This is an optimization exercise on Yosys and OpenROAD, whose aim is small area, not a production implementation. Function was checked by simulation only, so behaviour that the tests miss may differ from the original. Power figures rest on the tool's default switching activity, not on a simulated workload.

==> flow/design.v <==
module debounce(
    input PB,
    input clk,
    input Reset,
    output reg PB_state,
    output PB_down,
    output PB_up
);
reg PB_sync_0;  always @(posedge clk) if(Reset) PB_sync_0 <= 1'b0; else PB_sync_0 <= ~PB;
reg PB_sync_1;  always @(posedge clk) if(Reset) PB_sync_1 <= 1'b0; else PB_sync_1 <= PB_sync_0;
localparam [14:0] POL = 15'b010101010101010;
reg [14:0] PB_cnt_q;
wire [14:0] PB_cnt = PB_cnt_q ^ POL;
wire PB_idle = (PB_state==PB_sync_1);
wire low_zero = ~|PB_cnt[13:0];
wire PB_cnt_max = PB_cnt[14] & low_zero;    
wire fb = PB_cnt[14] ^ PB_cnt[13] ^ low_zero;
always @(posedge clk)
if(Reset | PB_idle)
    PB_cnt_q <= POL;
else
    PB_cnt_q <= {PB_cnt[13:0], fb} ^ POL;
always @(posedge clk)
if(Reset)
    PB_state <= 0;
else if(~PB_idle & PB_cnt_max)
    PB_state <= ~PB_state;
assign PB_down = ~PB_idle & PB_cnt_max & ~PB_state;
assign PB_up   = ~PB_idle & PB_cnt_max &  PB_state;
endmodule
module pong_core(clk,BTN_EAST, BTN_WEST, Reset, CounterX, CounterY, inDisplayArea, vga_R, vga_G, vga_B, oLed);
input clk;
input wire BTN_EAST, BTN_WEST;
input Reset;
input wire [9:0] CounterX;
input wire [8:0] CounterY;
input wire inDisplayArea;
output vga_R, vga_G, vga_B;
output wire [7:0] oLed;
reg [7:0] oLedCount;
reg [2:0] PaddleBlock;       
reg [9:0] ballXn;            
reg [8:0] ballYn;
wire [9:0] ballX = ~ballXn;
wire [8:0] ballY = ~ballYn;
reg ball_inX, ball_inY;
reg ball_dirX, ball_dirY;
wire left, right;
debounce deboright(.PB(BTN_EAST), .clk(clk), .Reset(Reset), .PB_state(),.PB_down(right),.PB_up());
debounce deboleft (.PB(BTN_WEST), .clk(clk), .Reset(Reset), .PB_state(),.PB_down(left),.PB_up());
always @(posedge clk)
if(Reset)
	PaddleBlock <= 3'd3;
else if(right & ~left)
	PaddleBlock <= PaddleBlock + 3'd1;
else if(left & ~right & (|PaddleBlock))
	PaddleBlock <= PaddleBlock - 3'd1;
wire x0, x8, x16, y0, y8, y16;
edge_cmp #(.N(10)) cmpx (.a(CounterX), .bn(ballXn), .e0(x0), .e8(x8), .e16(x16));
edge_cmp #(.N(9))  cmpy (.a(CounterY), .bn(ballYn), .e0(y0), .e8(y8), .e16(y16));
always @(posedge clk)
if(Reset)
	ball_inX <= 0;
else if(ball_inX==0)
	ball_inX <= x0 & ball_inY;
else
	ball_inX <= !x16;
always @(posedge clk)
if(Reset)
	ball_inY <= 0;
else if(ball_inY==0)
	ball_inY <= y0;
else
	ball_inY <= !y16;
wire ball = ball_inX & ball_inY;
wire border = (CounterX[9:3]==0) || (CounterX[9:3]==79) || (CounterY[8:3]==0) || (CounterY[8:3]==59);
wire [3:0] pb1 = {1'b0, PaddleBlock} + 4'd1;
wire padA = (CounterX[9:6] == {1'b0, PaddleBlock}) && (CounterX[5:3] != 3'd0);
wire padB = (CounterX[9:6] == pb1) && !((CounterX[5:3] == 3'd7) && (CounterX[2:0] != 3'd0));
wire paddle = (padA | padB) && (CounterY[8:4]==27);
wire BouncingObject = border | paddle;
reg ResetCollision;
always @(posedge clk) if(Reset) ResetCollision <= 0; else ResetCollision <= (CounterY==500) & (CounterX==0);
reg CollisionX1, CollisionX2, CollisionY1, hitBottom, collisionPaddle;
always @(posedge clk) if(ResetCollision | Reset) CollisionX1<=0; else if(BouncingObject & x0  & y8 ) CollisionX1<=1;
always @(posedge clk) if(ResetCollision | Reset) CollisionX2<=0; else if(BouncingObject & x16 & y8 ) CollisionX2<=1;
always @(posedge clk) if(ResetCollision | Reset) CollisionY1<=0; else if(BouncingObject & x8  & y0 ) CollisionY1<=1;
always @(posedge clk) if(ResetCollision | Reset) hitBottom<=0;   else if(x8 & y16) hitBottom<=1;
always @(posedge clk) if(ResetCollision | Reset) collisionPaddle<=0; else if(paddle & x8 & y16) collisionPaddle<=1;
wire bottomOnDown   = (ballY[8:3] == 6'd57);
wire bottomOnBorder = bottomOnDown | (ballX[9:3] == 7'd78);
wire collisionDown = hitBottom & bottomOnDown;
wire CollisionY2   = (hitBottom & bottomOnBorder) | collisionPaddle;
wire UpdateBallPosition = ResetCollision;
reg newGame;
always @(posedge clk)
	if (Reset | collisionDown) newGame<=0; else newGame<=1;
wire en = UpdateBallPosition & newGame;
reg fresh;
wire [7:0] c = oLedCount;
wire [1:0] velm1;    
vel_table vt (.c(c), .fresh(fresh), .velm1(velm1));
wire enx = en & ~(CollisionX1 & CollisionX2);
wire eny = en & ~(CollisionY1 & CollisionY2);
wire [9:0] ballXn_d;
wire [8:0] ballYn_d;
wire [10:2] tx;    
wire [9:2] ty;
ball_low #(.K(2'b11)) lowx (.q(ballXn[1:0]), .vm1(velm1), .dir(ball_dirX), .en(enx), .rst(Reset), .d(ballXn_d[1:0]), .t(tx[2]));
ball_low #(.K(2'b11)) lowy (.q(ballYn[1:0]), .vm1(velm1), .dir(ball_dirY), .en(eny), .rst(Reset), .d(ballYn_d[1:0]), .t(ty[2]));
genvar i;
generate for (i=2;i<10;i=i+1) begin: gx
	ball_bit #(.K((~10'd312 >> i) & 1), .P(i & 1)) u (.q(ballXn[i]), .t(tx[i]), .dir(ball_dirX), .rst(Reset), .rst_n(~Reset), .d(ballXn_d[i]), .to(tx[i+1]));
end endgenerate
generate for (i=2;i<9;i=i+1) begin: gy
	ball_bit #(.K((~9'd200 >> i) & 1), .P(i & 1)) u (.q(ballYn[i]), .t(ty[i]), .dir(ball_dirY), .rst(Reset), .rst_n(~Reset), .d(ballYn_d[i]), .to(ty[i+1]));
end endgenerate
wire [8:0] tl;
assign tl[0] = en & collisionPaddle;
generate for (i=0;i<8;i=i+1) begin: gl assign tl[i+1] = tl[i] & c[i]; end endgenerate
always @(posedge clk)
begin
	ballXn <= ballXn_d;
	ballYn <= ballYn_d;
end
always @(posedge clk)
if(Reset)
begin
	oLedCount <= 0;
	fresh <= 0;
	ball_dirX <= 0;
	ball_dirY <= 0;
end
else
begin
	oLedCount <= oLedCount ^ tl[7:0];
	if (en) fresh <= collisionPaddle;
	if (enx & CollisionX2) ball_dirX <= 1; else if (enx & CollisionX1) ball_dirX <= 0;
	if (eny & CollisionY2) ball_dirY <= 1; else if (eny & CollisionY1) ball_dirY <= 0;
end
assign oLed = oLedCount;
reg vga_RB, vga_G;
always @(posedge clk)
if(Reset)
begin
  vga_RB <= 0;
  vga_G <= 0;
end
else
begin
  vga_RB <= (BouncingObject | ball) & inDisplayArea;
  vga_G <= BouncingObject & inDisplayArea;
end
assign vga_R = vga_RB;
assign vga_B = vga_RB;
endmodule
module ball_low #(parameter [1:0] K = 2'b11) (
	input [1:0] q, input [1:0] vm1, input dir, input en, input rst,
	output [1:0] d, output t);
wire p0, p1, h, y0, y1;
xnor2m x_p0 (.a(q[0]), .b(dir), .y(p0));
xnor2m x_p1 (.a(q[1]), .b(dir), .y(p1));
wire c1 = p0 | vm1[0];
xor2m x_h  (.a(vm1[1]), .b(c1), .y(h));
xor2m x_y1 (.a(q[1]), .b(en & h), .y(y1));
xor2m x_y0 (.a(q[0]), .b(en & ~vm1[0]), .y(y0));
assign d = rst ? K : {y1, y0};
assign t = en & ((p1 & vm1[1]) | (p1 & c1) | (vm1[1] & c1));
endmodule
module ball_bit #(parameter K = 0, parameter P = 0) (
	input q, input t, input dir, input rst, input rst_n,
	output d, output to);
wire p, yn;    
generate if (P == 0) begin: ph
	xnor2m x_p (.a(q), .b(dir), .y(p));
	xnor2m x_y (.a(q), .b(t), .y(yn));
	assign to = ~(t & p);
end else begin: pl
	xor2m  x_p (.a(q), .b(dir), .y(p));
	xor2m  x_y (.a(q), .b(t), .y(yn));
	assign to = ~(t | p);
end endgenerate
generate if (K[0]) begin: k1
	assign d = ~(rst_n & yn);
end else begin: k0
	assign d = ~(rst | yn);
end endgenerate
endmodule
module xor2m(input a, input b, output y);
assign y = a ^ b;
endmodule
module xnor2m(input a, input b, output y);
assign y = ~(a ^ b);
endmodule
module edge_cmp #(parameter N = 10) (input [N-1:0] a, input [N-1:0] bn, output e0, output e8, output e16);
wire [N:1] c;
wire [N-1:0] s;
assign s[0] = ~(a[0] ^ bn[0]);
assign c[1] = a[0] | bn[0];
genvar i;
generate for (i=1;i<N;i=i+1) begin: g
	fa_m u (.a(a[i]), .b(bn[i]), .ci(c[i]), .s(s[i]), .co(c[i+1]));
end endgenerate
wire hz = c[N] & ~|s[N-1:5] & ~|s[2:0];
assign e0  = hz & ~s[4] & ~s[3];
assign e8  = hz & ~s[4] &  s[3];
assign e16 = hz &  s[4] & ~s[3];
endmodule
module fa_m(input a, input b, input ci, output s, output co);
assign s = a ^ b ^ ci;
assign co = (a & b) | (a & ci) | (b & ci);
endmodule
module vel_table(input [7:0] c, input fresh, output [1:0] velm1);
wire hi = |c[7:5];
wire [4:0] l = c[4:0];
wire v1 = ~hi & (fresh ? (l >= 1 && l <= 10) : (l <= 9));
wire v2 = ~hi & (fresh ? (l >= 11 && l <= 20) : (l >= 10 && l <= 19));
wire v3 = ~hi & (fresh ? (l >= 21 && l <= 26) : (l >= 20 && l <= 25));
assign velm1 = v1 ? 2'd0 : v2 ? 2'd1 : v3 ? 2'd2 : 2'd3;
endmodule
export LEC_CHECK = 0
export CAP_MARGIN = 20
export CORE_MARGIN = 2
export CORE_UTILIZATION = 40
export SLEW_MARGIN = 20
export SYNTH_HIERARCHICAL = 1
create_clock -name core_clock -period 10.0 [get_ports {clk}]
standard.sh (not shown) runs the stock make flow with config.mk's settings and CLKGATE_MAP_FILE= SYNTH_SCRIPT=/design/flow/synth_recipe.tcl, a recipe that flattens the netlist after the stock synthesis.
==> flow/flow/run.sh <==
#!/bin/bash
# The standard layout (standard.sh, unchanged synthesis), with two changes:
# the smallest buffer (buf_1) on each input and output port, and a clock tree
# of clkbuf_8 without the dummy loads CTS adds to balance it.
set -euo pipefail
bash standard.sh \
  BUFFER_PORTS_ARGS="-buffer_cell sky130_fd_sc_hd__buf_1" \
  CTS_ARGS="-sink_clustering_enable -repair_clock_nets -dont_use_dummy_load -buf_list sky130_fd_sc_hd__clkbuf_8" \
  RECOVER_POWER=100 \
  finish > standard.log 2>&1
The starting point finished but fails on max-capacitance violations, max-slew violations.
Then changed:
==> flow/run.sh (new file) <==
#!/bin/bash
# synth_recipe.tcl (not shown) runs the flow's synth.tcl, then flattens the netlist and writes it again
# the make line also repeats each setting of config.mk as NAME=value (left out here)
make -C /OpenROAD-flow-scripts/flow DESIGN_CONFIG=/design/flow/config.mk WORK_HOME=/design/flow/orfs CLKGATE_MAP_FILE= SYNTH_SCRIPT=/design/flow/synth_recipe.tcl finish
removed: flow/flow/run.sh
removed: flow/standard.sh
The changed run completed with no timing, DRC or antenna violations.
Sequential power hardly moves.
Sequential share of layout area fell by 2.8 points.
Cell count rose by 1.4%.
Utilization rose by 3.7 points.
Synthesized area stays the same.
Register-to-register slack is worse by 0.06 ns.
Setup slack is worse by 0.39 ns.
Non-clock buffer count rose by 1.
Critical path depth stays the same.
Then changed:
==> flow/flow/run.sh (new file) <==
#!/bin/bash
# The standard layout (standard.sh, unchanged synthesis), with two changes:
# the smallest buffer (buf_1) on each input and output port, and a clock tree
# of clkbuf_8 without the dummy loads CTS adds to balance it.
set -euo pipefail
bash standard.sh \
  BUFFER_PORTS_ARGS="-buffer_cell sky130_fd_sc_hd__buf_1" \
  CTS_ARGS="-sink_clustering_enable -repair_clock_nets -dont_use_dummy_load -buf_list sky130_fd_sc_hd__clkbuf_8" \
  finish > standard.log 2>&1
==> flow/standard.sh (new file) <==
#!/bin/bash
# synth_recipe.tcl (not shown) runs the flow's synth.tcl, then flattens the netlist and writes it again
# the make line also repeats each setting of config.mk as NAME=value (left out here)
make -C /OpenROAD-flow-scripts/flow DESIGN_CONFIG=/design/flow/config.mk WORK_HOME=/design/flow/orfs CLKGATE_MAP_FILE= SYNTH_SCRIPT=/design/flow/synth_recipe.tcl "${@:-finish}"
removed: flow/run.sh
Outcome:
- The changed run ran to the end with no violations
- power falls by 18%
- via count falls by 1.9%
- die area does not change
- synthesized cell count stays the same
- global-route usage rises by 0.50 points
- routed wire length falls by about 1.2%
- design area falls by 7.5%
- utilization falls by 3.7 points
- hold slack got worse by 0.0095 ns
- area after synthesis does not change

[port drivers added, routing unchanged]
The flow's constraints put no driver on any port. The routed layouts listed below were extracted and timed again, unchanged, in two steps. Step 1 assumes that a clkbuf_16 drives the clock port and a buf_2 every other input. Step 2 moves the port delays by t, midway between the first and last clock arrival at a register: inputs arrive t later, outputs are due t later. That takes back most of the time a late clock gives input paths. a / b / c = no drivers / after step 1 / after step 2; a / b = the first two.
| run | t (ns) | setup slack, ns | clock arrival spread, ns | worst data-port slew with drivers (ns) |
|---|---|---|---|---|
| the first run | 0.376 | 3.231 / 3.241 / 2.865 | 0.021 / 0.020 | 0.04 |
| the second run | 0.382 | 2.843 / 2.852 / 2.470 | 0.008 / 0.008 | 0.04 |
| the third run | 0.373 | 3.223 / 3.233 / 2.860 | 0.021 / 0.021 | 0.04 |
For the second run, which loses most, drivers alone change the setup slack by +0.009 ns; drivers and shift together by -0.373 ns.
